This design comes from an exercise in tuning for small area, a short achievable clock period and few clock cycles per item on the open sky130 flow, not from production work.
In this exercise RTL edits were held to simulation tests only and were not proved equivalent to the original.

Setup of the reference run:
==> module dct8x8_top, before the edit <==
module dct8x8_top#(parameter DATA_WIDTH  =  8)
(
input                               clk               ,
input                               rst_n             ,
input                               dct8x8_top_vld_i  ,
input  wire [DATA_WIDTH*16-1:0]     dct8x8_top_data_i ,
output wire                         dct8x8_top_rdy_i  ,
output wire                         dct8x8_top_vld_o  ,
output wire [(DATA_WIDTH+8)*16-1:0] dct8x8_top_data_o ,
input                               dct8x8_top_rdy_o
);
localparam PW  = 9;     
localparam RQW = 10;    
localparam ZW  = 11;    
localparam QW  = 13;    
localparam YW  = 14;    
wire adv = ~dct8x8_top_vld_o | dct8x8_top_rdy_o;
reg  [16*PW-1:0] r0_p;
reg              r0_vld;
reg  [127:0]     sk_data;
reg              sk_vld;
wire r0_free = ~r0_vld | adv;
wire accept  = dct8x8_top_vld_i & ~sk_vld;
reg rdy_q;
assign dct8x8_top_rdy_i = rdy_q;
always @(posedge clk or negedge rst_n) begin
    if (~rst_n) begin
        r0_vld <= 1'b0;
        sk_vld <= 1'b0;
        rdy_q  <= 1'b1;
    end else begin
        if (r0_free)
            r0_vld <= sk_vld | accept;
        sk_vld <= ~r0_free & (sk_vld | accept);
        rdy_q  <= r0_free | ~(sk_vld | accept);
    end
end
wire [127:0]     x_in = sk_vld ? sk_data : dct8x8_top_data_i;
wire [16*PW-1:0] p_in;
dct8x8_cal_p #(.IW(8)) u_row0_p (.din(x_in[63:0]),   .pout(p_in[8*PW-1:0]));
dct8x8_cal_p #(.IW(8)) u_row1_p (.din(x_in[127:64]), .pout(p_in[16*PW-1:8*PW]));
always @(posedge clk) begin
    if (r0_free)
        r0_p <= p_in;
    if (~sk_vld)
        sk_data <= dct8x8_top_data_i;
end
wire [16*RQW-1:0] rq_w;
dct8x8_cal_q_rc #(.PW(PW)) u_row0_q (.pin(r0_p[8*PW-1:0]),     .qout(rq_w[8*RQW-1:0]));
dct8x8_cal_q_rc #(.PW(PW)) u_row1_q (.pin(r0_p[16*PW-1:8*PW]), .qout(rq_w[16*RQW-1:8*RQW]));
reg [16*RQW-1:0] r1_q;
reg              r1_vld;
always @(posedge clk or negedge rst_n) begin
    if (~rst_n)
        r1_vld <= 1'b0;
    else if (adv)
        r1_vld <= r0_vld;
end
always @(posedge clk)
    if (adv)
        r1_q <= rq_w;
wire [8*ZW-1:0] za, zb;
dct8x8_cal_t #(.QW(RQW), .OW(ZW)) u_row0_t (.qin(r1_q[8*RQW-1:0]),      .tout(za));
dct8x8_cal_t #(.QW(RQW), .OW(ZW)) u_row1_t (.qin(r1_q[16*RQW-1:8*RQW]), .tout(zb));
wire            tp1_out_valid;
wire [8*ZW-1:0] ca, cb;      
dct8x8_buf_top #(.W(ZW)) u_tp1 (
    .clk(clk), .rst_n(rst_n), .adv(adv),
    .in_valid(r1_vld),
    .in_a(za), .in_b(zb),
    .out_valid(tp1_out_valid),
    .out_a(ca), .out_b(cb)
);
reg [8*ZW-1:0] c0a, c0b;
reg            p0_vld;
always @(posedge clk or negedge rst_n) begin
    if (~rst_n)
        p0_vld <= 1'b0;
    else if (adv)
        p0_vld <= tp1_out_valid;
end
always @(posedge clk)
    if (adv) begin
        c0a <= ca;
        c0b <= cb;
    end
wire [8*(ZW+1)-1:0] cpa, cpb;
wire [8*QW-1:0]     qa_w, qb_w;
dct8x8_cal_p #(.IW(ZW))   u_col0_p (.din(c0a), .pout(cpa));
dct8x8_cal_p #(.IW(ZW))   u_col1_p (.din(c0b), .pout(cpb));
dct8x8_cal_q #(.PW(ZW+1)) u_col0_q (.pin(cpa), .qout(qa_w));
dct8x8_cal_q #(.PW(ZW+1)) u_col1_q (.pin(cpb), .qout(qb_w));
reg  [8*QW-1:0] qa, qb;
reg             p1_vld;
always @(posedge clk or negedge rst_n) begin
    if (~rst_n)
        p1_vld <= 1'b0;
    else if (adv)
        p1_vld <= p0_vld;
end
always @(posedge clk)
    if (adv) begin
        qa <= qa_w;
        qb <= qb_w;
    end
wire [8*YW-1:0] ya, yb;      
dct8x8_cal_t #(.QW(QW), .OW(YW)) u_col0_t (.qin(qa), .tout(ya));
dct8x8_cal_t #(.QW(QW), .OW(YW)) u_col1_t (.qin(qb), .tout(yb));
wire [8*YW-1:0] ya_p, yb_p;
genvar e;
generate
for (e = 0; e < 8; e = e + 1) begin : g_perm_in
    localparam integer SE = 6 - (e & 6) + (e & 1);
    assign ya_p[e*YW +: YW] = ya[SE*YW +: YW];
    assign yb_p[e*YW +: YW] = yb[SE*YW +: YW];
end
endgenerate
wire [8*YW-1:0] oa, ob;
dct8x8_buf_top #(.W(YW)) u_tp2 (
    .clk(clk), .rst_n(rst_n), .adv(adv),
    .in_valid(p1_vld),
    .in_a(ya_p), .in_b(yb_p),
    .out_valid(dct8x8_top_vld_o),
    .out_a(oa), .out_b(ob)
);
generate
for (e = 0; e < 8; e = e + 1) begin : g_out
    localparam integer SE = 6 - (e & 6) + (e & 1);
    assign dct8x8_top_data_o[16*e +: 16]       = {{2{oa[SE*YW+YW-1]}}, oa[SE*YW +: YW]};
    assign dct8x8_top_data_o[128 + 16*e +: 16] = {{2{ob[SE*YW+YW-1]}}, ob[SE*YW +: YW]};
end
endgenerate
endmodule
clock: 10.0 ns
lec_check: 0
cap_margin: 20
core_margin: 2
core_utilization: 60
cts_cluster_diameter: 100
cts_cluster_size: 22
slew_margin: 20
setup_slack_margin: 6.0
standard.sh (not shown) runs the stock make flow with config.mk's settings and CLKGATE_MAP_FILE= SYNTH_SCRIPT=/design/flow/synth_recipe.tcl, a recipe that flattens the netlist after the stock synthesis.
==> flow/flow/run.sh <==
#!/bin/bash
set -euo pipefail
echo "export SETUP_SLACK_MARGIN = 6.0" >> config.mk
bash standard.sh > standard.log 2>&1
Testbench counts of the reference run, summed over its fixed seeds: cycles 2,144, items 512.
--- input diff the reference run..the trial run ---
--- a/flow/design.v
+++ b/flow/design.v
@@ -298,29 +298,29 @@
     .clk(clk), .rst_n(rst_n), .adv(adv),
     .in_valid(r1_vld),
     .in_a(za), .in_b(zb),
     .out_valid(tp1_out_valid),
     .out_a(ca), .out_b(cb)
 );
-reg [8*ZW-1:0] c0a, c0b;
-reg            p0_vld;
+wire [8*(ZW+1)-1:0] cpa_w, cpb_w;
+dct8x8_cal_p #(.IW(ZW))   u_col0_p (.din(ca), .pout(cpa_w));
+dct8x8_cal_p #(.IW(ZW))   u_col1_p (.din(cb), .pout(cpb_w));
+reg [8*(ZW+1)-1:0] cpa, cpb;
+reg                p0_vld;
 always @(posedge clk or negedge rst_n) begin
     if (~rst_n)
         p0_vld <= 1'b0;
     else if (adv)
         p0_vld <= tp1_out_valid;
 end
 always @(posedge clk)
     if (adv) begin
-        c0a <= ca;
-        c0b <= cb;
+        cpa <= cpa_w;
+        cpb <= cpb_w;
     end
-wire [8*(ZW+1)-1:0] cpa, cpb;
 wire [8*QW-1:0]     qa_w, qb_w;
-dct8x8_cal_p #(.IW(ZW))   u_col0_p (.din(c0a), .pout(cpa));
-dct8x8_cal_p #(.IW(ZW))   u_col1_p (.din(c0b), .pout(cpb));
 dct8x8_cal_q #(.PW(ZW+1)) u_col0_q (.pin(cpa), .qout(qa_w));
 dct8x8_cal_q #(.PW(ZW+1)) u_col1_q (.pin(cpb), .qout(qb_w));
 reg  [8*QW-1:0] qa, qb;
 reg             p1_vld;
 always @(posedge clk or negedge rst_n) begin
     if (~rst_n)
Results
Going from the reference run to the trial run, the number of cell instances on the worst register-to-register path was found to have gone down by 5.
Clock buffer count in the final layout for the trial run: 2.0% down relative to the reference run
Compared with the reference run, the trial run ends up with a smaller final cell area.
The reference run -> the trial run: post-synthesis sequential area ratio flat
Comparing the reference run and the trial run, the higher pin count of the biggest net entering global routing was measured on the reference run.
Relative to the reference run, the non-clock buffer count measured on the trial run has decreased by a few percent.
Changes observed in the trial run relative to the reference run: vias per cell has increased; hold slack increased 0.075 ns; global-route wire length before repair has increased; final count of negative-setup-slack endpoints neither gained nor lost much.
Diff the reference run and the trial run: relative area change from synthesis to final layout lower in the trial run
Compared with the reference run, in the trial run combined buffer and inverter count along the critical path went down 2; count of unique library cells instantiated by Yosys went up.
Testbench counts of the trial run, summed over its fixed seeds: cycles 2,144, items 512.

static timing again, ports no longer ideal:
No port has a modelled driver above. Below, the same layouts with a new extraction and two added sets of constraints. Step 1 sets driving cells, clkbuf_16 on the clock port and buf_2 on the other inputs (assumed; they add their load-dependent delay and slew). Step 2 adds t to the input delays and takes it off the output delays; t is the mean of the earliest and latest rising clock arrival at the registers after step 1. Input paths then give back, and output paths get back, about the clock's delay inside the block. a / b / c = ideal / step 1 / step 2; a / b = the first two.
run | t (ns) | slack for setup (ns) | worst setup path at the end | worst slew at a driven data input, ns
the reference run | 0.899 | 5.857 / 5.762 / 5.207 | input to register | 0.05
the trial run | 0.917 | 5.920 / 5.834 / 5.227 | input to register | 0.04
After both steps every run listed still meets setup and hold. The setup slack of the trial run, which loses most, moves by -0.086 ns with the drivers and by -0.693 ns with both steps.
